This is an optimization exercise on Yosys and OpenROAD, whose aim is small area, not a production implementation. At most, simulation tests tie the RTL to the original design; equivalence was not proved. For runs 2 to 5, only the layout was checked, not whether the RTL still works. Power figures rest on the tool's default switching activity, not on a simulated workload.

==> flow/flow/post_gpl.tcl <==
# Post global placement hook.
# Drop the buffers that timing-driven global placement added (instances named place*),
# reconnecting their loads to the buffer's input net.
proc drop_place_buffers {} {
  set n 0
  foreach inst [get_cells -quiet place*] {
    set ref [get_property $inst ref_name]
    if { ![regexp {^sky130_fd_sc_hd__(buf|clkbuf)_[0-9]+$} $ref] } { continue }
    set name [get_full_name $inst]
    set in_net [get_nets -of_objects [get_pins $name/A]]
    set out_net [get_nets -of_objects [get_pins $name/X]]
    set loads {}
    foreach pin [get_pins -quiet -of_objects $out_net] {
      if { [get_full_name $pin] != "$name/X" } { lappend loads $pin }
    }
    if { [llength [get_ports -quiet -of_objects $out_net]] > 0 } { continue }
    disconnect_pin $in_net [get_pins $name/A]
    disconnect_pin $out_net [get_pins $name/X]
    foreach pin $loads {
      disconnect_pin $out_net $pin
      connect_pin $in_net $pin
    }
    delete_instance $inst
    delete_net $out_net
    incr n
  }
  puts "Dropped $n placement buffers."
}
drop_place_buffers
==> flow/flow/run.sh <==
#!/bin/bash
# Own layout flow: the standard flow (standard synthesis unchanged), with the port
# buffers that global placement inserts on every input and output made the smallest
# buffer, sky130_fd_sc_hd__buf_1, instead of the default pick. Everything else is as in
# the standard flow. make's full output goes to flow_make.log in this folder; ORFS
# writes each step's log under orfs/logs/.
set -euo pipefail
export BUFFER_PORTS_ARGS="-buffer_cell sky130_fd_sc_hd__buf_1"
export POST_GLOBAL_PLACE_TCL="$PWD/flow/post_gpl.tcl"
export POST_GLOBAL_ROUTE_TCL="$PWD/flow/post_grt.tcl"
bash standard.sh finish > flow_make.log 2>&1
test -f out/final.def
==> flow/design.v <==
module xor_gate(
    input logic [7:0] A,
    input logic [7:0] B,
    output logic [7:0] Y
);
    assign Y = A^B;
endmodule
`timescale 1ns/1ps
module xor_encrypt(
        input logic clk,
        input logic valid_in,
        input logic [7:0] key,
        input logic [255:0] code,
        output logic [255:0] code_out,
        output logic valid_out
);
logic [255:0] d;    
logic [255:0] r;    
logic [7:0] p0;
logic [7:0] bs1_2;
logic [7:0] p1;
logic [7:0] p2;
logic [7:0] bs3_4;
logic [7:0] p3;
logic [7:0] p4;
logic [7:0] bs5_6;
logic [7:0] p5;
logic [7:0] p6;
logic [7:0] bs7_8;
logic [7:0] p7;
logic [7:0] p8;
logic [7:0] bs9_10;
logic [7:0] p9;
logic [7:0] p10;
logic [7:0] bs11_12;
logic [7:0] p11;
logic [7:0] p12;
logic [7:0] bs13_14;
logic [7:0] p13;
logic [7:0] p14;
logic [7:0] bs15_16;
logic [7:0] p15;
logic [7:0] p16;
logic [7:0] bs17_18;
logic [7:0] p17;
logic [7:0] p18;
logic [7:0] bs19_20;
logic [7:0] bs21_22;
logic [7:0] bs23_24;
logic [7:0] bs25_26;
logic [7:0] bs25_27;
logic [7:0] bs28_29;
logic [7:0] bs30_31;
logic [7:0] q19;
logic [7:0] q20;
logic [7:0] q21;
logic [7:0] q22;
logic [7:0] q23;
logic [7:0] q24;
logic [7:0] q25;
logic [7:0] q26;
logic [7:0] q27;
logic [7:0] q28;
logic [7:0] q29;
logic [7:0] q30;
logic [7:0] q31;
xor_gate u_p0 (.A(key), .B(code[7:0]), .Y(p0));
xor_gate u_bs1_2 (.A(code[15:8]), .B(code[23:16]), .Y(bs1_2));
xor_gate u_p1 (.A(p0), .B(code[15:8]), .Y(p1));
xor_gate u_p2 (.A(p0), .B(bs1_2), .Y(p2));
xor_gate u_bs3_4 (.A(code[31:24]), .B(code[39:32]), .Y(bs3_4));
xor_gate u_p3 (.A(p2), .B(code[31:24]), .Y(p3));
xor_gate u_p4 (.A(p2), .B(bs3_4), .Y(p4));
xor_gate u_bs5_6 (.A(code[47:40]), .B(code[55:48]), .Y(bs5_6));
xor_gate u_p5 (.A(p4), .B(code[47:40]), .Y(p5));
xor_gate u_p6 (.A(p4), .B(bs5_6), .Y(p6));
xor_gate u_bs7_8 (.A(code[63:56]), .B(code[71:64]), .Y(bs7_8));
xor_gate u_p7 (.A(p6), .B(code[63:56]), .Y(p7));
xor_gate u_p8 (.A(p6), .B(bs7_8), .Y(p8));
xor_gate u_bs9_10 (.A(code[79:72]), .B(code[87:80]), .Y(bs9_10));
xor_gate u_p9 (.A(p8), .B(code[79:72]), .Y(p9));
xor_gate u_p10 (.A(p8), .B(bs9_10), .Y(p10));
xor_gate u_bs11_12 (.A(code[95:88]), .B(code[103:96]), .Y(bs11_12));
xor_gate u_p11 (.A(p10), .B(code[95:88]), .Y(p11));
xor_gate u_p12 (.A(p10), .B(bs11_12), .Y(p12));
xor_gate u_bs13_14 (.A(code[111:104]), .B(code[119:112]), .Y(bs13_14));
xor_gate u_p13 (.A(p12), .B(code[111:104]), .Y(p13));
xor_gate u_p14 (.A(p12), .B(bs13_14), .Y(p14));
xor_gate u_bs15_16 (.A(code[127:120]), .B(code[135:128]), .Y(bs15_16));
xor_gate u_p15 (.A(p14), .B(code[127:120]), .Y(p15));
xor_gate u_p16 (.A(p14), .B(bs15_16), .Y(p16));
xor_gate u_bs17_18 (.A(code[143:136]), .B(code[151:144]), .Y(bs17_18));
xor_gate u_p17 (.A(p16), .B(code[143:136]), .Y(p17));
xor_gate u_p18 (.A(p16), .B(bs17_18), .Y(p18));
xor_gate u_bs19_20 (.A(code[159:152]), .B(code[167:160]), .Y(bs19_20));
xor_gate u_bs21_22 (.A(code[175:168]), .B(code[183:176]), .Y(bs21_22));
xor_gate u_bs23_24 (.A(code[191:184]), .B(code[199:192]), .Y(bs23_24));
xor_gate u_bs25_26 (.A(code[207:200]), .B(code[215:208]), .Y(bs25_26));
xor_gate u_bs25_27 (.A(bs25_26), .B(code[223:216]), .Y(bs25_27));
xor_gate u_bs28_29 (.A(code[231:224]), .B(code[239:232]), .Y(bs28_29));
xor_gate u_bs30_31 (.A(code[247:240]), .B(code[255:248]), .Y(bs30_31));
xor_gate u_q19 (.A(r[151:144]), .B(r[159:152]), .Y(q19));
xor_gate u_q20 (.A(r[151:144]), .B(r[167:160]), .Y(q20));
xor_gate u_q21 (.A(q20), .B(r[175:168]), .Y(q21));
xor_gate u_q22 (.A(q20), .B(r[183:176]), .Y(q22));
xor_gate u_q23 (.A(q22), .B(r[191:184]), .Y(q23));
xor_gate u_q24 (.A(q22), .B(r[199:192]), .Y(q24));
xor_gate u_q25 (.A(q24), .B(r[207:200]), .Y(q25));
xor_gate u_q26 (.A(q24), .B(r[215:208]), .Y(q26));
xor_gate u_q27 (.A(q24), .B(r[223:216]), .Y(q27));
xor_gate u_q28 (.A(q27), .B(r[231:224]), .Y(q28));
xor_gate u_q29 (.A(q27), .B(r[239:232]), .Y(q29));
xor_gate u_q30 (.A(q29), .B(r[247:240]), .Y(q30));
xor_gate u_q31 (.A(q29), .B(r[255:248]), .Y(q31));
assign d[7:0] = p0;
assign d[15:8] = p1;
assign d[23:16] = p2;
assign d[31:24] = p3;
assign d[39:32] = p4;
assign d[47:40] = p5;
assign d[55:48] = p6;
assign d[63:56] = p7;
assign d[71:64] = p8;
assign d[79:72] = p9;
assign d[87:80] = p10;
assign d[95:88] = p11;
assign d[103:96] = p12;
assign d[111:104] = p13;
assign d[119:112] = p14;
assign d[127:120] = p15;
assign d[135:128] = p16;
assign d[143:136] = p17;
assign d[151:144] = p18;
assign d[159:152] = code[159:152];
assign d[167:160] = bs19_20;
assign d[175:168] = code[175:168];
assign d[183:176] = bs21_22;
assign d[191:184] = code[191:184];
assign d[199:192] = bs23_24;
assign d[207:200] = code[207:200];
assign d[215:208] = bs25_26;
assign d[223:216] = bs25_27;
assign d[231:224] = code[231:224];
assign d[239:232] = bs28_29;
assign d[247:240] = code[247:240];
assign d[255:248] = bs30_31;
always_ff @(posedge clk) begin
    valid_out <= valid_in;
end
always_ff @(posedge clk) begin
    if (valid_in) r <= d;
end
assign code_out[7:0] = r[7:0];
assign code_out[15:8] = r[15:8];
assign code_out[23:16] = r[23:16];
assign code_out[31:24] = r[31:24];
assign code_out[39:32] = r[39:32];
assign code_out[47:40] = r[47:40];
assign code_out[55:48] = r[55:48];
assign code_out[63:56] = r[63:56];
assign code_out[71:64] = r[71:64];
assign code_out[79:72] = r[79:72];
assign code_out[87:80] = r[87:80];
assign code_out[95:88] = r[95:88];
assign code_out[103:96] = r[103:96];
assign code_out[111:104] = r[111:104];
assign code_out[119:112] = r[119:112];
assign code_out[127:120] = r[127:120];
assign code_out[135:128] = r[135:128];
assign code_out[143:136] = r[143:136];
assign code_out[151:144] = r[151:144];
assign code_out[159:152] = q19;
assign code_out[167:160] = q20;
assign code_out[175:168] = q21;
assign code_out[183:176] = q22;
assign code_out[191:184] = q23;
assign code_out[199:192] = q24;
assign code_out[207:200] = q25;
assign code_out[215:208] = q26;
assign code_out[223:216] = q27;
assign code_out[231:224] = q28;
assign code_out[239:232] = q29;
assign code_out[247:240] = q30;
assign code_out[255:248] = q31;
endmodule
==> flow/config.mk <==
export PLATFORM = sky130hd
export DESIGN_NAME = xor_encrypt
export DESIGN_NICKNAME = xor_encrypt
export VERILOG_FILES = /design/flow/design.v
export SDC_FILE = /design/flow/constraint.sdc
export NUM_CORES = 4
export LEC_CHECK = 0
export CAP_MARGIN = 20
export CORE_MARGIN = 2
export CORE_UTILIZATION = 40
export CTS_BUF_LIST = sky130_fd_sc_hd__clkbuf_8
export CTS_CLUSTER_DIAMETER = 100
export CTS_CLUSTER_SIZE = 16
export SLEW_MARGIN = 20
export SYNTH_HIERARCHICAL = 1
export SYNTH_MINIMUM_KEEP_SIZE = 0
==> flow/constraint.sdc <==
create_clock -name core_clock -period 4.0 [get_ports {clk}]
set_input_delay 0.8000 -clock core_clock [delete_from_list [all_inputs] [get_ports {clk}]]
set_output_delay 0.8000 -clock core_clock [all_outputs]
set_load 0.01 [all_outputs]
==> flow/standard.sh <==
#!/bin/bash
# synth_recipe.tcl (not shown) runs the flow's synth.tcl, then flattens the netlist and writes it again
# the make line also repeats each setting of config.mk as NAME=value (left out here)
make -C /OpenROAD-flow-scripts/flow DESIGN_CONFIG=/design/flow/config.mk WORK_HOME=/design/flow/orfs CLKGATE_MAP_FILE= SYNTH_SCRIPT=/design/flow/synth_recipe.tcl "${@:-finish}"
==> flow/flow/post_grt.tcl <==
# Post global route hook: the timing repairs before this point size gates up against
# estimates made with less accurate parasitics. Return each upsized XOR gate to
# sky130_fd_sc_hd__xor2_1 where the worst setup slack, with global-route parasitics,
# stays at least the smaller of its value before and the margin given, then reroute the
# changed nets and rewrite the route guides.
proc recover_xor_area { margin est } {
  estimate_parasitics $est
  set base [expr {[sta::worst_slack_cmd max] * 1e9}]
  if { $base < $margin } { set margin [expr {$base - 0.001}] }
  set cands {}
  foreach inst [get_cells -quiet *] {
    set ref [get_property $inst ref_name]
    if { [regexp {^sky130_fd_sc_hd__xor2_[248]$} $ref] } {
      lappend cands [list [get_full_name $inst] $ref]
    }
  }
  set n 0
  foreach c $cands {
    lassign $c name ref
    set inst [get_cells $name]
    replace_cell $inst sky130_fd_sc_hd__xor2_1
    estimate_parasitics $est
    set ws [expr {[sta::worst_slack_cmd max] * 1e9}]
    if { $ws < $margin } {
      replace_cell $inst $ref
      estimate_parasitics $est
    } else {
      incr n
    }
  }
  puts "Recovered $n of [llength $cands] upsized XOR gates;\
    worst slack [expr {[sta::worst_slack_cmd max] * 1e9}] ns"
}

global_route -start_incremental
recover_xor_area 0.03 -global_routing
global_route -end_incremental
estimate_parasitics -global_routing
report_worst_slack -max
report_check_types -max_slew -max_capacitance -violators
write_guides $::env(RESULTS_DIR)/route.guide
==> results of run 1 <==
[state kept, by name, summed over array words and instances, names as in the netlist]
register,count
valid_out,1
r,256
[per-stage QoR]
step	hold WS, ps	util	power (mW)	instances
after floorplan	828	-	7.20	793
after global placement	1020	0.463	8.48	1587
after detailed placement	1030	0.454	8.33	1554
after CTS	416	0.467	9.74	1585
final	468	0.472	9.68	1585
[Yosys cell counts]
cell	n
buf_4	152
dfxtp_1	1
edfxtp_1	256
xor2_1	384
[layout by cell type, fill, tap and decap left out, drive strengths merged]
cell    synthesis  final
buf           152    522
clkbuf          0     22
dfxtp           1      1
edfxtp        256    256
inv             0     10
xor2          384    384
[Yosys stat by module (local to each module, per instance)]
module | area, µm² | flip-flops and latches | cells
xor_gate | 70.1 | 0 | 8
xor_encrypt | 8850 | 257 | 409
[worst paths after layout]
check	end	startpoint	slack, ps
max	code_out[250]	r[146]$_DFFE_PP_	150
min	r[185]$_DFFE_PP_	code[185]	470
[layer usage]
metal	vias to the layer above	track usage	share of wire
met5	-	0	0
met4	0	0.0688	0.042
met3	55	0.0479	0.084
met2	295	0.296	0.51
met1	3181	0.181	0.36
li1	3261	-	-
[power by group]
| part | internal [mW] | total, mW | switching (mW) |
|---|---|---|---|
| Sequential | 3.89 | 4.15 | 0.261 |
| Combinational | 1.35 | 4.16 | 2.82 |
| Clock | 0.494 | 1.36 | 0.870 |
[final cells by class]
class / instances / share of cell area
Sequential cell: 257 / 0.546
Multi-Input combinational cell: 384 / 0.253
Timing Repair Buffer: 523 / 0.142
Tap cell: 390 / 0.0346
Clock buffer: 21 / 0.0205
Clock inverter: 10 / 0.00355
[kinds of logic (layout without fill, tap and decap cells)]
group	count (synthesis)	after routing	synth area share
XOR/XNOR	384	384	0.275
buffers and inverters	152	554	0.0934
flip-flops	257	257	0.631
==> impl_metrics.toml, run 1 <==
[outcome]
outcome = "no timing/DRC/antenna violations"

[die]
io_pins = 523
core-area_mm2 = 0.0299
die_w_um = 179
dieHeight_um = 179
rows = 63
initial_core_util = 0.409
dieArea_mm2 = 0.0319

[min_path]
hold_depth = 1
min_path_type = "primary input to register"

[route]
vias = 6792
ant_nets = 0
wl_per_cell_um = 18.0
drtIter0Drc = 381
wirelength_mm = 28.5
first_pass_iters = 4
viasPerCell = 4.29
drc = 0

[layout]
multi_input_area_mm2 = 0.00357
drive_gt1_frac = 0.0427
num_antenna_cells = 0
area_growth_pct = 15.5
final_nets = 1452
fillCellCount = 2762
stdcell_area_mm2 = 0.0141
seqCellArea_mm2 = 0.00771

[global_routing]
grt_pass1_vias = 6842
antenna_found_initial = 0
overflow = 0
grt_max_degree = 148
grt_pass1_wl_mm = 39.1
grt_usage = 0.165

[critical_path]
critPathArrivalTime_ps = 3050
required_ps = 3200
crit_family = "XOR/XNOR gates"
critPathKind = "register to output pin"
startpoint_type = "register"
critPathCaptureType = "output pin"
crit_chain = "xor2_1 > xor2_2 > xor2_2 > xor2_1 > xor2_1 > xor2_1 > buf_1"
crit_path_frequent_cell = "xor2_1"
cp_max_fo = 4
critPathBufInv = 1
cp_slowest_cell = "edfxtp_1"
max_stage_delay_ps = 470
cp.depth = 7

[placement]
preCtsSetupSlack_ps = -616
place.port_buffers = 522
hpwl_mm = 22.6
place_area_mm2 = 0.0136

[cts]
numCtsBuffers = 20
clk_path_buf_depth = 3
cts_tree = "built"
htree_levels = 1
cts_setup_buffers = 0
clock_sinks = 257
clk_pin_slew_worst_paths_ps = 110
post_cts_resize_count = 6
cts_root_buffer = "clkbuf_8"
ctsHoldBuffers = 0

[synth]
syn_area_per_cell_um2 = 15.4
syn_inst = 793
synth_top_area_frac = 0.630
yosysTopAreaCell = "edfxtp_1"
synthesis.nets = 1059
yosysUniqueCellTypes = 4
ys_warn_count = 7
synth_seq_area_share = 0.631
ys_ff_latch = 257
syn-cell-area_mm2 = 0.0122
synthTopCellsByArea = "edfxtp_1 (63%), xor2_1 (28%), buf_4 (9.3%)"

[run]
maxCapViolCount = 0

[power_and_ir_drop]
p_leak_nw = 5.04
p_per_area_mw_per_mm2 = 686
worst_ir_drop_vdd_uv = 409

[timing]
finalCritPeriodShare = 0.964
fin_ws_ps = 145
fmax_mhz = 259
maxSlewViolCount = 0
hold_viol = 0
period_needed_ps = 3850
tns_ps = 0
worst_slew_pin_slew_ps = 797
relSlewSlack = 0.469
setup_violations = 0
==> run 2: changes to the inputs <==
--- a/flow/design.v
+++ b/flow/design.v
@@ -44,14 +44,13 @@
 logic [7:0] bs17_18;
 logic [7:0] p17;
 logic [7:0] p18;
-logic [7:0] bs19_20;
-logic [7:0] bs21_22;
-logic [7:0] bs23_24;
-logic [7:0] bs25_26;
-logic [7:0] bs25_27;
+logic [7:0] p19;
+logic [7:0] bs20_21;
+logic [7:0] bs22_23;
+logic [7:0] bs24_25;
+logic [7:0] bs26_27;
 logic [7:0] bs28_29;
 logic [7:0] bs30_31;
-logic [7:0] q19;
 logic [7:0] q20;
 logic [7:0] q21;
 logic [7:0] q22;
@@ -92,22 +91,21 @@
 xor_gate u_bs17_18 (.A(code[143:136]), .B(code[151:144]), .Y(bs17_18));
 xor_gate u_p17 (.A(p16), .B(code[143:136]), .Y(p17));
 xor_gate u_p18 (.A(p16), .B(bs17_18), .Y(p18));
-xor_gate u_bs19_20 (.A(code[159:152]), .B(code[167:160]), .Y(bs19_20));
-xor_gate u_bs21_22 (.A(code[175:168]), .B(code[183:176]), .Y(bs21_22));
-xor_gate u_bs23_24 (.A(code[191:184]), .B(code[199:192]), .Y(bs23_24));
-xor_gate u_bs25_26 (.A(code[207:200]), .B(code[215:208]), .Y(bs25_26));
-xor_gate u_bs25_27 (.A(bs25_26), .B(code[223:216]), .Y(bs25_27));
+xor_gate u_p19 (.A(p18), .B(code[159:152]), .Y(p19));
+xor_gate u_bs20_21 (.A(code[167:160]), .B(code[175:168]), .Y(bs20_21));
+xor_gate u_bs22_23 (.A(code[183:176]), .B(code[191:184]), .Y(bs22_23));
+xor_gate u_bs24_25 (.A(code[199:192]), .B(code[207:200]), .Y(bs24_25));
+xor_gate u_bs26_27 (.A(code[215:208]), .B(code[223:216]), .Y(bs26_27));
 xor_gate u_bs28_29 (.A(code[231:224]), .B(code[239:232]), .Y(bs28_29));
 xor_gate u_bs30_31 (.A(code[247:240]), .B(code[255:248]), .Y(bs30_31));
-xor_gate u_q19 (.A(r[151:144]), .B(r[159:152]), .Y(q19));
-xor_gate u_q20 (.A(r[151:144]), .B(r[167:160]), .Y(q20));
-xor_gate u_q21 (.A(q20), .B(r[175:168]), .Y(q21));
-xor_gate u_q22 (.A(q20), .B(r[183:176]), .Y(q22));
-xor_gate u_q23 (.A(q22), .B(r[191:184]), .Y(q23));
-xor_gate u_q24 (.A(q22), .B(r[199:192]), .Y(q24));
-xor_gate u_q25 (.A(q24), .B(r[207:200]), .Y(q25));
-xor_gate u_q26 (.A(q24), .B(r[215:208]), .Y(q26));
-xor_gate u_q27 (.A(q24), .B(r[223:216]), .Y(q27));
+xor_gate u_q20 (.A(r[159:152]), .B(r[167:160]), .Y(q20));
+xor_gate u_q21 (.A(r[159:152]), .B(r[175:168]), .Y(q21));
+xor_gate u_q22 (.A(q21), .B(r[183:176]), .Y(q22));
+xor_gate u_q23 (.A(q21), .B(r[191:184]), .Y(q23));
+xor_gate u_q24 (.A(q23), .B(r[199:192]), .Y(q24));
+xor_gate u_q25 (.A(q23), .B(r[207:200]), .Y(q25));
+xor_gate u_q26 (.A(q25), .B(r[215:208]), .Y(q26));
+xor_gate u_q27 (.A(q25), .B(r[223:216]), .Y(q27));
 xor_gate u_q28 (.A(q27), .B(r[231:224]), .Y(q28));
 xor_gate u_q29 (.A(q27), .B(r[239:232]), .Y(q29));
 xor_gate u_q30 (.A(q29), .B(r[247:240]), .Y(q30));
@@ -131,15 +129,15 @@
 assign d[135:128] = p16;
 assign d[143:136] = p17;
 assign d[151:144] = p18;
-assign d[159:152] = code[159:152];
-assign d[167:160] = bs19_20;
-assign d[175:168] = code[175:168];
-assign d[183:176] = bs21_22;
-assign d[191:184] = code[191:184];
-assign d[199:192] = bs23_24;
-assign d[207:200] = code[207:200];
-assign d[215:208] = bs25_26;
-assign d[223:216] = bs25_27;
+assign d[159:152] = p19;
+assign d[167:160] = code[167:160];
+assign d[175:168] = bs20_21;
+assign d[183:176] = code[183:176];
+assign d[191:184] = bs22_23;
+assign d[199:192] = code[199:192];
+assign d[207:200] = bs24_25;
+assign d[215:208] = code[215:208];
+assign d[223:216] = bs26_27;
 assign d[231:224] = code[231:224];
 assign d[239:232] = bs28_29;
 assign d[247:240] = code[247:240];
@@ -169,7 +167,7 @@
 assign code_out[135:128] = r[135:128];
 assign code_out[143:136] = r[143:136];
 assign code_out[151:144] = r[151:144];
-assign code_out[159:152] = q19;
+assign code_out[159:152] = r[159:152];
 assign code_out[167:160] = q20;
 assign code_out[175:168] = q21;
 assign code_out[183:176] = q22;
--- a/flow/flow/run.sh
+++ b/flow/flow/run.sh
@@ -7,6 +7,5 @@
 set -euo pipefail
 export BUFFER_PORTS_ARGS="-buffer_cell sky130_fd_sc_hd__buf_1"
 export POST_GLOBAL_PLACE_TCL="$PWD/flow/post_gpl.tcl"
-export POST_GLOBAL_ROUTE_TCL="$PWD/flow/post_grt.tcl"
 bash standard.sh finish > flow_make.log 2>&1
 test -f out/final.def
--- a/flow/config.mk
+++ b/flow/config.mk
@@ -8,9 +8,9 @@
 export CAP_MARGIN = 20
 export CORE_MARGIN = 2
 export CORE_UTILIZATION = 40
-export CTS_BUF_LIST = sky130_fd_sc_hd__clkbuf_8
-export CTS_CLUSTER_DIAMETER = 100
-export CTS_CLUSTER_SIZE = 16
+export CTS_BUF_LIST = sky130_fd_sc_hd__clkbuf_16
+export CTS_CLUSTER_DIAMETER = 120
+export CTS_CLUSTER_SIZE = 30
 export SLEW_MARGIN = 20
 export SYNTH_HIERARCHICAL = 1
 export SYNTH_MINIMUM_KEEP_SIZE = 0
removed: flow/flow/post_grt.tcl
==> impl_metrics.toml, run 2 <==
[power_and_ir_drop]
worst_ir_drop_vdd_uv = 299
p_leak_nw = 5.01
p_per_area_mw_per_mm2 = 693

[timing]
period_needed_ps = 3810
finalCritPeriodShare = 0.952
relSlewSlack = 0.427
hold_viol = 0
worst_slew_pin_slew_ps = 860
fin_ws_ps = 191
maxSlewViolCount = 0
fmax_mhz = 263
setup_violations = 0

[placement]
hpwl_mm = 22.4
place_inst = 1546
preCtsSetupSlack_ps = -644
place.port_buffers = 522

[critical_path]
cp_max_fo = 3
startpoint_type = "primary input"
critPathCaptureType = "register"
required_ps = 4240
critPathArrivalTime_ps = 4040
critPathKind = "primary input to register"

[layout]
largest_register_ffs = 256
reg_top3 = "r: 256 flops, valid_out: 1 flops"
drive_gt1_frac = 0.0572
final_common_cell = "buf_1"
final_util = 0.477
fillCellCount = 2774
fin_cells = 1563
final_cell_mix = "buf_1 (521), xor2_1 (326), edfxtp_1 (256), xor2_2 (49), clkbuf_16 (14)"
regMostFlops = "r"
final_nets = 1436
area_growth_pct = 16.8

[cts]
cts_tree = "built"
cts_root_buffer = "clkbuf_16"
clock_sinks = 257
ctsHoldBuffers = 0
htree_levels = 1
clk_path_buf_depth = 3
numCtsBuffers = 12
clk_pin_slew_worst_paths_ps = 120

[run]
maxCapViolCount = 0

[synth]
synth_xor_area_frac = 0.270
synthArstFlopShare = 0
synthesis.nets = 1059
synth_common_cells = "xor2_1 (376), edfxtp_1 (256), buf_4 (160)"
ys_warn_count = 7
yosysTopAreaCell = "edfxtp_1"
syn-cell-area_mm2 = 0.0122
yosysUniqueCellTypes = 4
synthFlopType = "edfxtp_1"
synth_edf_count = 256
ys_ff_latch = 257
synth_top_family_by_area = "XOR/XNOR gates"
synthMuxAreaShare = 0
synth_compound_area_frac = 0
yosysMostFrequentCell = "xor2_1"
synth_top_area_frac = 0.630
synthTopCellsByArea = "edfxtp_1 (63%), xor2_1 (27%), buf_4 (9.8%)"
synth-simple-area-share = 0
synthAdderAreaFrac = 0
synth_seq_area_share = 0.632
syn_area_per_cell_um2 = 15.4
syn_inst = 793

[die]
initial_core_util = 0.408
die_w_um = 179
rows = 63
io_pins = 523
dieHeight_um = 179
dieArea_mm2 = 0.0319
core-area_mm2 = 0.0299

[global_routing]
overflow = 0
grt_max_degree = 159
grt_pass1_vias = 6693
antenna_found_initial = 1
grt_pass1_wl_mm = 39.3
grt_usage = 0.165

[route]
ant_nets = 0
drc = 0
viasPerCell = 4.33
drtIter0Drc = 377
wirelength_mm = 28.3
first_pass_iters = 6
wl_per_cell_um = 18.1
vias = 6760

[min_path]
min_path_type = "primary input to register"

[outcome]
outcome = "no timing/DRC/antenna violations"
## run 2: path summary, 6_finish.rpt
path / slack, ps / cells past startpoint / endpoint / from
worst min-delay path: 530 / 1 / r[226]$_DFFE_PP_ / code[226]
worst max-delay path: 190 / 12 / r[159]$_DFFE_PP_ / key[7]
## run 2: logic make-up (layout without fill, tap and decap cells)
| group | Yosys count | in the layout |
|---|---|---|
| flops | 257 | 257 |
| xor+xnor | 376 | 376 |
| buf+inv | 160 | 539 |
| other cells | 0 | 1 |
## run 2: per-stage QoR
stage          hold slack (ps)  TNS, ps  instance area, µm²  power (mW)
2_1_floorplan              828        0               12200        7.28
3_3_place_gp              1020     -202               13900        8.69
3_5_place_dp              1030   -10440               13500        8.34
4_1_cts                    499        0               14000        9.88
5_1_grt                    501    -72.2               14300        10.6
6_report                   529        0               14300        9.87
## run 2: modules after synthesis, one instance, submodules excluded
module	copies in the design	cell area [µm²]	cells	flip-flops and latches
xor_gate	47	70.1	8	0
xor_encrypt	1	8910	417	257
## run 2: what timing repair did
| action | 4_1_cts | 5_1_grt |
|---|---|---|
| gates resized for setup | 11 | 40 |
| endpoints found under the setup margin | 9 | 27 |
| buffers inserted | 0 | 0 |
## run 2: layer usage
metal  routed length [µm]  track usage
met1                10300        0.189
met2                15300        0.304
met3                 2210       0.0466
met4                  493       0.0356
met5                    0            0
## run 2: area by class of cell
class                   count  area [µm²]  area share
clock inverters             3        42.5     0.00298
repair buffers            523        2010       0.141
diodes                      1        2.50    0.000176
well taps                 390         488      0.0342
multi-input cells         376        3680       0.258
clock buffers              13         325      0.0228
flip-flops and latches    257        7710       0.541
## run 2: report_power, final
group          switching [mW]  internal, mW  leakage [nW]  total (mW)
logic                    2.82          1.36          2.32        4.18
registers               0.260          3.94          2.51        4.20
clock network           0.832         0.661         0.180        1.49
## run 2: worst max-delay path, cell delays in order
cell and delay [ps]:
buf_1 80, xor2_1 370, xor2_2 280, xor2_2 290
xor2_2 290, xor2_2 290, xor2_2 270, xor2_2 300
xor2_1 340, xor2_1 340, xor2_1 290, xor2_1 100
==> run 3: changes to the inputs <==
--- a/flow/design.v
+++ b/flow/design.v
@@ -42,6 +42,7 @@
 logic [7:0] p15;
 logic [7:0] p16;
 logic [7:0] bs17_18;
+logic [7:0] bs17_19;
 logic [7:0] p17;
 logic [7:0] p18;
 logic [7:0] p19;
@@ -89,9 +90,10 @@
 xor_gate u_p15 (.A(p14), .B(code[127:120]), .Y(p15));
 xor_gate u_p16 (.A(p14), .B(bs15_16), .Y(p16));
 xor_gate u_bs17_18 (.A(code[143:136]), .B(code[151:144]), .Y(bs17_18));
+xor_gate u_bs17_19 (.A(bs17_18), .B(code[159:152]), .Y(bs17_19));
 xor_gate u_p17 (.A(p16), .B(code[143:136]), .Y(p17));
 xor_gate u_p18 (.A(p16), .B(bs17_18), .Y(p18));
-xor_gate u_p19 (.A(p18), .B(code[159:152]), .Y(p19));
+xor_gate u_p19 (.A(p16), .B(bs17_19), .Y(p19));
 xor_gate u_bs20_21 (.A(code[167:160]), .B(code[175:168]), .Y(bs20_21));
 xor_gate u_bs22_23 (.A(code[183:176]), .B(code[191:184]), .Y(bs22_23));
 xor_gate u_bs24_25 (.A(code[199:192]), .B(code[207:200]), .Y(bs24_25));
==> flow/flow/run.sh (replaced) <==
#!/bin/bash
# Own layout flow: the standard flow (standard synthesis unchanged) with two changes:
#  - the buffers that global placement puts on every input and output port are the
#    smallest buffer, sky130_fd_sc_hd__buf_1, instead of the default pick;
#  - post_gpl.tcl drops the buffers that timing-driven global placement adds while the
#    clock is still ideal; the repairs after clock tree synthesis add what the real
#    clock timing needs.
# make's full output goes to flow_make.log in this folder; ORFS writes each step's log
# under orfs/logs/.
set -euo pipefail
export BUFFER_PORTS_ARGS="-buffer_cell sky130_fd_sc_hd__buf_1"
export POST_GLOBAL_PLACE_TCL="$PWD/flow/post_gpl.tcl"
bash standard.sh finish > flow_make.log 2>&1
test -f out/final.def
==> impl_metrics.toml, run 3 <==
[outcome]
outcome = "no timing/DRC/antenna violations"

[global_routing]
grt_max_degree = 136
overflow = 0
grt_usage = 0.158
grt_pass1_vias = 6626
antenna_found_initial = 0
grt_pass1_wl_mm = 38.0

[timing]
relSlewSlack = 0.513
maxSlewViolCount = 0
finalCritPeriodShare = 0.943
worst_slew_pin_slew_ps = 731
hold_viol = 0
period_needed_ps = 3770
fmax_mhz = 265
fin_ws_ps = 227
setup_violations = 0

[cts]
numCtsBuffers = 12
clk_path_buf_depth = 3
clk_pin_slew_worst_paths_ps = 110
ctsHoldBuffers = 0
htree_levels = 1
cts_tree = "built"
clock_sinks = 257
cts_setup_buffers = 0
cts_root_buffer = "clkbuf_16"

[layout]
area_growth_pct = 15.3
final_common_cell = "buf_1"
final_nets = 1444
regMostFlops = "r"
num_antenna_cells = 0
final_util = 0.465
largest_register_ffs = 256
reg_top3 = "r: 256 flops, valid_out: 1 flops"
drive_gt1_frac = 0.0398
final_cell_mix = "buf_1 (521), xor2_1 (354), edfxtp_1 (256), xor2_2 (30), clkbuf_16 (14)"

[synth]
yosysMostFrequentCell = "xor2_1"
synthFlopType = "edfxtp_1"
yosysTopAreaCell = "edfxtp_1"
ys_ff_latch = 257
synthArstFlopShare = 0
synth_common_cells = "xor2_1 (384), edfxtp_1 (256), buf_4 (160)"
yosysUniqueCellTypes = 4
synth_seq_area_share = 0.628
syn-cell-area_mm2 = 0.0123
synthTopCellsByArea = "edfxtp_1 (63%), xor2_1 (27%), buf_4 (9.8%)"
synthesis.nets = 1067
syn_area_per_cell_um2 = 15.3
synth_edf_count = 256
syn_inst = 801
ys_warn_count = 7
synth_top_area_frac = 0.626

[critical_path]
crit_start = "key[1]"
critPathCaptureType = "register"
cp_max_fo = 4
critPathArrivalTime_ps = 4010
critPathKind = "primary input to register"
startpoint_type = "primary input"
required_ps = 4240

[power_and_ir_drop]
p_per_area_mw_per_mm2 = 690
worst_ir_drop_vdd_uv = 280
p_leak_nw = 5.01

[die]
die_w_um = 179
core-area_mm2 = 0.0304
io_pins = 523
dieArea_mm2 = 0.0321
initial_core_util = 0.403
rows = 64
dieHeight_um = 179

[run]
maxCapViolCount = 0

[route]
first_pass_iters = 4
wl_per_cell_um = 17.6
drc = 0
drtIter0Drc = 358
ant_nets = 0
vias = 6781
viasPerCell = 4.30
wirelength_mm = 27.8

[min_path]
min_from = "code[230]"
min_path_type = "primary input to register"

[placement]
hpwl_mm = 22.2
place.port_buffers = 522
preCtsSetupSlack_ps = -512
run 3: path summary, 6_finish.rpt:
check          endpoint  slack, ps  cells after the start
max    r[145]$_DFFE_PP_        230                     11
min    r[230]$_DFFE_PP_        530                      1
run 3: kinds of logic after synthesis:
kind of cell / count (synthesis) / synth area share
buf+inv: 160 / 0.0979
xor+xnor: 384 / 0.274
flops: 257 / 0.628
run 3: routing by layer:
metal | track usage | part of all wire
met5 | 0 | 0
met4 | 0.0501 | 0.031
met3 | 0.0426 | 0.080
met2 | 0.286 | 0.52
met1 | 0.182 | 0.37
run 3: timing repair:
item	4_1_cts	5_1_grt
endpoints found under the setup margin	6	39
gates cloned	0	0
endpoints found under the hold margin	0	0
resized for setup	4	26
run 3: per-module statistics from Yosys, one instance, submodules excluded:
| module | cells | flip-flops and latches |
|---|---|---|
| xor_encrypt | 417 | 257 |
| xor_gate | 8 | 0 |
run 3: through the flow:
stage               TNS [ps]  instance area, µm²  hold WS, ps  total power, mW  instances
floorplan                  0               12300          828             7.29        801
global placement           0               13900         1020             8.54       1601
detailed placement    -11240               13600         1030             8.35       1560
CTS                        0               13900          493             9.80       1576
global route           -1.51               14100          506             10.4       1576
finish                     0               14100          525             9.76       1576
run 3: layout make-up:
cell class | count | area (µm²)
flip-flops and latches | 257 | 7710
multi-input cells | 384 | 3590
repair buffers | 523 | 2010
clock buffers | 13 | 325
fillers | 2829 | 16300
well taps | 396 | 495
clock inverters | 3 | 20.0
run 3: worst max-delay path, cell delays in order:
cell,delay (ps)
buf_1,90
xor2_1,270
xor2_1,310
xor2_1,330
xor2_1,310
xor2_1,310
xor2_1,440
xor2_2,330
xor2_2,300
xor2_1,400
xor2_1,120
run 3: where the power goes:
part,internal (mW),switching (mW)
Combinational,1.34,2.80
Clock,0.599,0.818
Sequential,3.95,0.259
==> run 4: changes to the inputs <==
--- a/flow/design.v
+++ b/flow/design.v
@@ -42,18 +42,18 @@
 logic [7:0] p15;
 logic [7:0] p16;
 logic [7:0] bs17_18;
-logic [7:0] bs17_19;
 logic [7:0] p17;
 logic [7:0] p18;
+logic [7:0] bs19_20;
+logic [7:0] bs19_21;
 logic [7:0] p19;
-logic [7:0] bs20_21;
+logic [7:0] p20;
+logic [7:0] p21;
 logic [7:0] bs22_23;
 logic [7:0] bs24_25;
 logic [7:0] bs26_27;
 logic [7:0] bs28_29;
 logic [7:0] bs30_31;
-logic [7:0] q20;
-logic [7:0] q21;
 logic [7:0] q22;
 logic [7:0] q23;
 logic [7:0] q24;
@@ -90,20 +90,20 @@
 xor_gate u_p15 (.A(p14), .B(code[127:120]), .Y(p15));
 xor_gate u_p16 (.A(p14), .B(bs15_16), .Y(p16));
 xor_gate u_bs17_18 (.A(code[143:136]), .B(code[151:144]), .Y(bs17_18));
-xor_gate u_bs17_19 (.A(bs17_18), .B(code[159:152]), .Y(bs17_19));
 xor_gate u_p17 (.A(p16), .B(code[143:136]), .Y(p17));
 xor_gate u_p18 (.A(p16), .B(bs17_18), .Y(p18));
-xor_gate u_p19 (.A(p16), .B(bs17_19), .Y(p19));
-xor_gate u_bs20_21 (.A(code[167:160]), .B(code[175:168]), .Y(bs20_21));
+xor_gate u_bs19_20 (.A(code[159:152]), .B(code[167:160]), .Y(bs19_20));
+xor_gate u_bs19_21 (.A(bs19_20), .B(code[175:168]), .Y(bs19_21));
+xor_gate u_p19 (.A(p18), .B(code[159:152]), .Y(p19));
+xor_gate u_p20 (.A(p18), .B(bs19_20), .Y(p20));
+xor_gate u_p21 (.A(p18), .B(bs19_21), .Y(p21));
 xor_gate u_bs22_23 (.A(code[183:176]), .B(code[191:184]), .Y(bs22_23));
 xor_gate u_bs24_25 (.A(code[199:192]), .B(code[207:200]), .Y(bs24_25));
 xor_gate u_bs26_27 (.A(code[215:208]), .B(code[223:216]), .Y(bs26_27));
 xor_gate u_bs28_29 (.A(code[231:224]), .B(code[239:232]), .Y(bs28_29));
 xor_gate u_bs30_31 (.A(code[247:240]), .B(code[255:248]), .Y(bs30_31));
-xor_gate u_q20 (.A(r[159:152]), .B(r[167:160]), .Y(q20));
-xor_gate u_q21 (.A(r[159:152]), .B(r[175:168]), .Y(q21));
-xor_gate u_q22 (.A(q21), .B(r[183:176]), .Y(q22));
-xor_gate u_q23 (.A(q21), .B(r[191:184]), .Y(q23));
+xor_gate u_q22 (.A(r[175:168]), .B(r[183:176]), .Y(q22));
+xor_gate u_q23 (.A(r[175:168]), .B(r[191:184]), .Y(q23));
 xor_gate u_q24 (.A(q23), .B(r[199:192]), .Y(q24));
 xor_gate u_q25 (.A(q23), .B(r[207:200]), .Y(q25));
 xor_gate u_q26 (.A(q25), .B(r[215:208]), .Y(q26));
@@ -132,8 +132,8 @@
 assign d[143:136] = p17;
 assign d[151:144] = p18;
 assign d[159:152] = p19;
-assign d[167:160] = code[167:160];
-assign d[175:168] = bs20_21;
+assign d[167:160] = p20;
+assign d[175:168] = p21;
 assign d[183:176] = code[183:176];
 assign d[191:184] = bs22_23;
 assign d[199:192] = code[199:192];
@@ -170,8 +170,8 @@
 assign code_out[143:136] = r[143:136];
 assign code_out[151:144] = r[151:144];
 assign code_out[159:152] = r[159:152];
-assign code_out[167:160] = q20;
-assign code_out[175:168] = q21;
+assign code_out[167:160] = r[167:160];
+assign code_out[175:168] = r[175:168];
 assign code_out[183:176] = q22;
 assign code_out[191:184] = q23;
 assign code_out[199:192] = q24;
==> impl_metrics.toml, run 4 <==
[layout]
drive_gt1_frac = 0.0677
largest_register_ffs = 256
reg_top3 = "r: 256 flops, valid_out: 1 flops"
fin_cells = 1577
final_nets = 1444
regMostFlops = "r"
area_growth_pct = 16.2
final_cell_mix = "buf_1 (521), xor2_1 (321), edfxtp_1 (256), xor2_2 (63), clkbuf_16 (14)"
final_common_cell = "buf_1"
num_antenna_cells = 0

[timing]
setup_violations = 0
hold_viol = 0
worst_slew_pin_slew_ps = 834
finalCritPeriodShare = 0.939
fmax_mhz = 266
fin_ws_ps = 243
period_needed_ps = 3760
relSlewSlack = 0.444
holdWs_ps = 523
maxSlewViolCount = 0

[power_and_ir_drop]
worst_ir_drop_vdd_uv = 264
power.internal_mw = 6.02
p_leak_nw = 5.06
switchingPower_mw = 3.84
netSwitchingFraction = 0.389
p_clk_frac = 0.144
pwr-share-comb = 0.416
p_per_area_mw_per_mm2 = 685
power.share.sequential = 0.440

[synth]
synth_top_area_frac = 0.620
synth-simple-area-share = 0
syn-cell-area_mm2 = 0.0124
synthFlopType = "edfxtp_1"
synthAdderAreaFrac = 0
synth_xor_area_frac = 0.271
syn_area_per_cell_um2 = 15.2
synth_common_cells = "xor2_1 (384), edfxtp_1 (256), buf_4 (176)"
yosysUniqueCellTypes = 4
ys_ff_latch = 257
synth_edf_count = 256
synthMuxAreaShare = 0
synth_top_family_by_area = "XOR/XNOR gates"
yosysMostFrequentCell = "xor2_1"
synthTopCellsByArea = "edfxtp_1 (62%), xor2_1 (27%), buf_4 (11%)"
synth_compound_area_frac = 0
synthArstFlopShare = 0
syn_inst = 817
synthesis.nets = 1083
yosysTopAreaCell = "edfxtp_1"
synth_seq_area_share = 0.622
ys_warn_count = 7

[placement]
preCtsSetupSlack_ps = -898
place_inst = 1560
hpwl_mm = 22.0
place.port_buffers = 522

[route]
drc = 0
vias = 6793
viasPerCell = 4.31
first_pass_iters = 5
ant_nets = 0
wl_per_cell_um = 17.4
wirelength_mm = 27.4
drtIter0Drc = 294

[die]
io_pins = 523
dieHeight_um = 180
rows = 64
initial_core_util = 0.406
core-area_mm2 = 0.0305
die_w_um = 180
dieArea_mm2 = 0.0324

[global_routing]
grt_max_degree = 155
grt_usage = 0.160
antenna_found_initial = 0
grt_pass1_vias = 6793
overflow = 0
grt_pass1_wl_mm = 40.1

[critical_path]
max_stage_delay_ps = 360
critPathKind = "primary input to register"
startpoint_type = "primary input"
cp_slowest_cell = "xor2_1"
crit_path_frequent_cell = "xor2_2"
crit_chain = "buf_1 > xor2_1 > xor2_2 > xor2_2 > xor2_2 > xor2_2 > xor2_2 > xor2_2 > xor2_2 > xor2_2 > xor2_2 > xor2_1"
required_ps = 4230
crit_start = "code[1]"
endpoint = "r[169]$_DFFE_PP_"
critPathCaptureType = "register"
critPathArrivalTime_ps = 3990
cp_max_fo = 4

[cts]
clk_path_buf_depth = 3
cts_tree = "built"
htree_levels = 1
clock_sinks = 257
cts_setup_buffers = 0
cts_root_buffer = "clkbuf_16"
numCtsBuffers = 12
clk_pin_slew_worst_paths_ps = 120
ctsHoldBuffers = 0

[run]
maxCapViolCount = 0

[outcome]
outcome = "no timing/DRC/antenna violations"

[min_path]
min_path_type = "primary input to register"
[run 4: cell count changes in the layout (fill, tap and decap cells not counted), sizes merged]
cell,delta
inv,+1
[run 4: worst min-delay path by stage]
stage	from	endpoint	depth (start not counted)
final	code[182]	r[182]$_DFFE_PP_	1
after global routing	code[214]	r[214]$_DFFE_PP_	1
after CTS	code[229]	r[229]$_DFFE_PP_	1
after detailed placement	code[229]	r[229]$_DFFE_PP_	1
after global placement	code[197]	r[197]$_DFFE_PP_	1
after floorplan	valid_in	valid_out$_DFF_P_	0
[run 4: kinds of logic after synthesis]
| family | after synthesis |
|---|---|
| xor+xnor | 384 |
| buf+inv | 176 |
| flops | 257 |
[run 4: critical path, delay by kind of cell]
kind | cells | cell delay, ps
buffers and inverters | 1 | 100
xor gates and xnor gates | 11 | 3060
[run 4: power groups by stage]
stage,sequential (mW),combinational [mW],clock [mW]
after floorplan,4.31,3.17,0
after global placement,4.39,4.35,0
after detailed placement,4.41,3.94,0
after CTS,4.35,4.06,1.49
after global routing,4.42,4.47,1.56
final,4.34,4.10,1.42
[run 4: what timing repair did]
| item | in CTS | in global routing |
|---|---|---|
| gates resized for setup | 27 | 36 |
| setup endpoints to repair | 31 | 34 |
| pin swaps | 0 | 0 |
[run 4: modules after synthesis (local to each module, per instance)]
module / area, µm² / copies in the design / flip-flops and latches
xor_encrypt: 9030 / 1 / 257
xor_gate: 70.1 / 48 / 0
[run 4: through the flow]
stage | total power [mW] | cell area (µm²) | utilization | setup TNS [ps]
2_1_floorplan | 7.48 | 12400 | - | 0
3_3_place_gp | 8.73 | 14100 | 0.461 | -1500
3_5_place_dp | 8.35 | 13600 | 0.445 | -27700
4_1_cts | 9.90 | 14100 | 0.463 | 0
5_1_grt | 10.5 | 14400 | 0.472 | -0.207
6_report | 9.86 | 14400 | 0.472 | 0
[run 4: metal layers]
| layer | GRT usage | wire length (µm) |
|---|---|---|
| met5 | 0 | 0 |
| met4 | 0.0548 | 834 |
| met3 | 0.0497 | 2600 |
| met2 | 0.297 | 14500 |
| met1 | 0.172 | 9510 |
[run 4: cell type report]
cell class                      count  area, µm²
Fill cell                        2807      16100
Multi-Input combinational cell    384       3840
Clock buffer                       13        325
Tap cell                          396        495
Timing Repair Buffer              523       2010
Sequential cell                   257       7710
Clock inverter                      4       23.8
==> run 5: changes to the inputs <==
--- a/flow/design.v
+++ b/flow/design.v
@@ -36,12 +36,13 @@
 logic [7:0] p11;
 logic [7:0] p12;
 logic [7:0] bs13_14;
+logic [7:0] bs13_15;
 logic [7:0] p13;
 logic [7:0] p14;
-logic [7:0] bs15_16;
 logic [7:0] p15;
+logic [7:0] bs16_17;
+logic [7:0] bs16_18;
 logic [7:0] p16;
-logic [7:0] bs17_18;
 logic [7:0] p17;
 logic [7:0] p18;
 logic [7:0] bs19_20;
@@ -84,14 +85,15 @@
 xor_gate u_p11 (.A(p10), .B(code[95:88]), .Y(p11));
 xor_gate u_p12 (.A(p10), .B(bs11_12), .Y(p12));
 xor_gate u_bs13_14 (.A(code[111:104]), .B(code[119:112]), .Y(bs13_14));
+xor_gate u_bs13_15 (.A(bs13_14), .B(code[127:120]), .Y(bs13_15));
 xor_gate u_p13 (.A(p12), .B(code[111:104]), .Y(p13));
 xor_gate u_p14 (.A(p12), .B(bs13_14), .Y(p14));
-xor_gate u_bs15_16 (.A(code[127:120]), .B(code[135:128]), .Y(bs15_16));
-xor_gate u_p15 (.A(p14), .B(code[127:120]), .Y(p15));
-xor_gate u_p16 (.A(p14), .B(bs15_16), .Y(p16));
-xor_gate u_bs17_18 (.A(code[143:136]), .B(code[151:144]), .Y(bs17_18));
-xor_gate u_p17 (.A(p16), .B(code[143:136]), .Y(p17));
-xor_gate u_p18 (.A(p16), .B(bs17_18), .Y(p18));
+xor_gate u_p15 (.A(p12), .B(bs13_15), .Y(p15));
+xor_gate u_bs16_17 (.A(code[135:128]), .B(code[143:136]), .Y(bs16_17));
+xor_gate u_bs16_18 (.A(bs16_17), .B(code[151:144]), .Y(bs16_18));
+xor_gate u_p16 (.A(p15), .B(code[135:128]), .Y(p16));
+xor_gate u_p17 (.A(p15), .B(bs16_17), .Y(p17));
+xor_gate u_p18 (.A(p15), .B(bs16_18), .Y(p18));
 xor_gate u_bs19_20 (.A(code[159:152]), .B(code[167:160]), .Y(bs19_20));
 xor_gate u_bs19_21 (.A(bs19_20), .B(code[175:168]), .Y(bs19_21));
 xor_gate u_p19 (.A(p18), .B(code[159:152]), .Y(p19));
==> flow/flow/run.sh (replaced) <==
#!/bin/bash
# Own layout flow: the standard flow (standard synthesis unchanged), with the port
# buffers that global placement inserts on every input and output made the smallest
# buffer, sky130_fd_sc_hd__buf_1, instead of the default pick. Everything else is as in
# the standard flow. make's full output goes to flow_make.log in this folder; ORFS
# writes each step's log under orfs/logs/.
set -euo pipefail
export BUFFER_PORTS_ARGS="-buffer_cell sky130_fd_sc_hd__buf_1"
export POST_GLOBAL_PLACE_TCL="$PWD/flow/post_gpl.tcl"
bash standard.sh finish > flow_make.log 2>&1
test -f out/final.def
==> impl_metrics.toml, run 5 <==
[outcome]
outcome = "no timing/DRC/antenna violations"

[global_routing]
grt_max_degree = 140
antenna_found_initial = 0
grt_usage = 0.163
overflow = 0
grt_pass1_wl_mm = 41.1
grt_pass1_vias = 7016

[layout]
largest_register_ffs = 256
reg_top3 = "r: 256 flops, valid_out: 1 flops"
area_growth_pct = 14.0
stdcell_area_mm2 = 0.0142
final_cell_mix = "buf_1 (521), xor2_1 (366), edfxtp_1 (256), xor2_2 (25), clkbuf_16 (14)"
drive_gt1_frac = 0.0361
final_util = 0.463
num_antenna_cells = 0
regMostFlops = "r"
final_nets = 1452
final_common_cell = "buf_1"

[synth]
syn_area_per_cell_um2 = 15.1
synth_edf_count = 256
synthesis.nets = 1091
yosysTopAreaCell = "edfxtp_1"
synth_seq_area_share = 0.618
ys_warn_count = 7
syn-cell-area_mm2 = 0.0125
synthTopCellsByArea = "edfxtp_1 (62%), xor2_1 (28%), buf_4 (11%)"
synth_top_area_frac = 0.617
synth_common_cells = "xor2_1 (392), edfxtp_1 (256), buf_4 (176)"
ys_ff_latch = 257
syn_inst = 825
synthArstFlopShare = 0
yosysMostFrequentCell = "xor2_1"
yosysUniqueCellTypes = 4
synthFlopType = "edfxtp_1"

[die]
core-area_mm2 = 0.0307
dieArea_mm2 = 0.0326
io_pins = 523
dieHeight_um = 181
rows = 64
initial_core_util = 0.406
die_w_um = 181

[cts]
ctsHoldBuffers = 0
clk_path_buf_depth = 3
cts_setup_buffers = 0
numCtsBuffers = 12
cts_tree = "built"
cts_root_buffer = "clkbuf_16"
clk_pin_slew_worst_paths_ps = 120
htree_levels = 1
clock_sinks = 257

[route]
drc = 0
viasPerCell = 4.33
vias = 6865
drtIter0Drc = 312
wirelength_mm = 28.1
wl_per_cell_um = 17.7
ant_nets = 0
first_pass_iters = 6

[timing]
fmax_mhz = 263
worst_slew_pin_slew_ps = 785
finalCritPeriodShare = 0.951
hold_viol = 0
setup_violations = 0
maxSlewViolCount = 0
relSlewSlack = 0.477
period_needed_ps = 3800

[run]
maxCapViolCount = 0

[critical_path]
cp_slowest_cell = "xor2_1"
critPathBufInv = 1
cp.depth = 11
critPathKind = "primary input to register"
startpoint_type = "primary input"
required_ps = 4230
cp_max_fo = 4
crit_chain = "buf_1 > xor2_1 > xor2_1 > xor2_1 > xor2_1 > xor2_1 > xor2_2 > xor2_2 > xor2_2 > xor2_1 > xor2_1"
crit_family = "XOR/XNOR gates"
crit_path_frequent_cell = "xor2_1"
critPathArrivalTime_ps = 4040
max_stage_delay_ps = 420
critPathCaptureType = "register"

[power_and_ir_drop]
p_leak_nw = 5.06
worst_ir_drop_vdd_uv = 423
p_per_area_mw_per_mm2 = 691

[min_path]
min_path_type = "primary input to register"
hold_depth = 1

[placement]
place_area_mm2 = 0.0136
place.port_buffers = 522
hpwl_mm = 22.5
[run 5: cell types whose count changed after synthesis]
cell,before,now
xor2_1,384,392
[run 5: cells by family (layout without fill, tap and decap cells)]
logic type,after synthesis,in the layout,share of synthesized area
xor gates and xnor gates,392,392,0.276
DFF,257,257,0.618
buffers and inverters,176,542,0.106
[run 5: layer usage]
layer / part of all wire / GRT usage
met4: 0.016 / 0.0365
met2: 0.53 / 0.301
met1: 0.38 / 0.187
met5: 0 / 0
met3: 0.071 / 0.0437
[run 5: final timing paths]
path,from,endpoint,slack (ps)
worst min-delay path,code[224],r[224]$_DFFE_PP_,520
worst max-delay path,code[3],r[163]$_DFFE_PP_,200
[run 5: timing repair]
action | CTS | global route
endpoints found under the setup margin | 13 | 31
resized for setup | 6 | 21
pin swaps | 0 | 0
[run 5: report_power, final]
group / internal (mW) / switching [mW] / leakage, nW / total [mW]
combinational: 1.31 / 2.73 / 2.35 / 4.04
clock: 0.603 / 0.837 / 0.191 / 1.44
sequential: 4.07 / 0.260 / 2.51 / 4.33
[run 5: Yosys stat by module (local to each module, per instance)]
module	area (µm²)	copies in the design	cells
xor_encrypt	9030	1	433
xor_gate	70.1	49	8
[run 5: stage by stage]
| step | setup TNS [ps] | instances | power (mW) | setup WS [ps] | hold WS (ps) |
|---|---|---|---|---|---|
| finish | 0 | 1587 | 9.81 | 195 | 520 |
| global route | -58.5 | 1587 | 10.4 | -18.0 | 506 |
| CTS | 0 | 1587 | 9.86 | 10.4 | 494 |
| detailed placement | -19430 | 1568 | 8.38 | -781 | 1030 |
| global placement | -86.4 | 1607 | 8.64 | -32.4 | 1030 |
| floorplan | 0 | 825 | 7.50 | 166 | 828 |
[run 5: area by class of cell]
class,count,area (µm²)
Clock inverter,6,31.3
Multi-Input combinational cell,392,3640
Fill cell,2898,16500
Tap cell,396,495
Timing Repair Buffer,523,2010
Sequential cell,257,7710
Clock buffer,13,325

==> separate check: timing with driven ports <==
In the flow no input, the clock included, has a driving cell. The finished layouts below were timed again as built, in two steps.
Step 1 sets driving cells, clkbuf_16 on the clock port and buf_2 on the other inputs (assumed; they add their load-dependent delay and slew).
Step 2 adds t to the input delays and takes it off the output delays; t is the mean of the earliest and latest rising clock arrival at the registers after step 1. Input paths then give back, and output paths get back, about the clock's delay inside the block.
Slacks: ideal ports / drivers / drivers and shift; pairs: ideal ports / drivers.
run | t, ns | slack for setup (ns) | worst register clock-pin slew, ns | worst data-port slew with drivers (ns)
run 1 | 0.579 | 0.145 / 0.103 / -0.364 | 0.11 / 0.11 | 0.10
run 2 | 0.531 | 0.191 / 0.193 / -0.315 | 0.12 / 0.12 | 0.09
run 3 | 0.530 | 0.227 / 0.197 / -0.279 | 0.12 / 0.12 | 0.08
run 4 | 0.528 | 0.243 / 0.265 / -0.264 | 0.12 / 0.12 | 0.09
run 5 | 0.526 | 0.195 / 0.210 / -0.305 | 0.12 / 0.12 | 0.08
With both steps, setup timing fails in every run listed, where it was met with ideal ports. For run 1, which loses most, drivers alone change the setup slack by -0.042 ns; drivers and shift together by -0.509 ns.
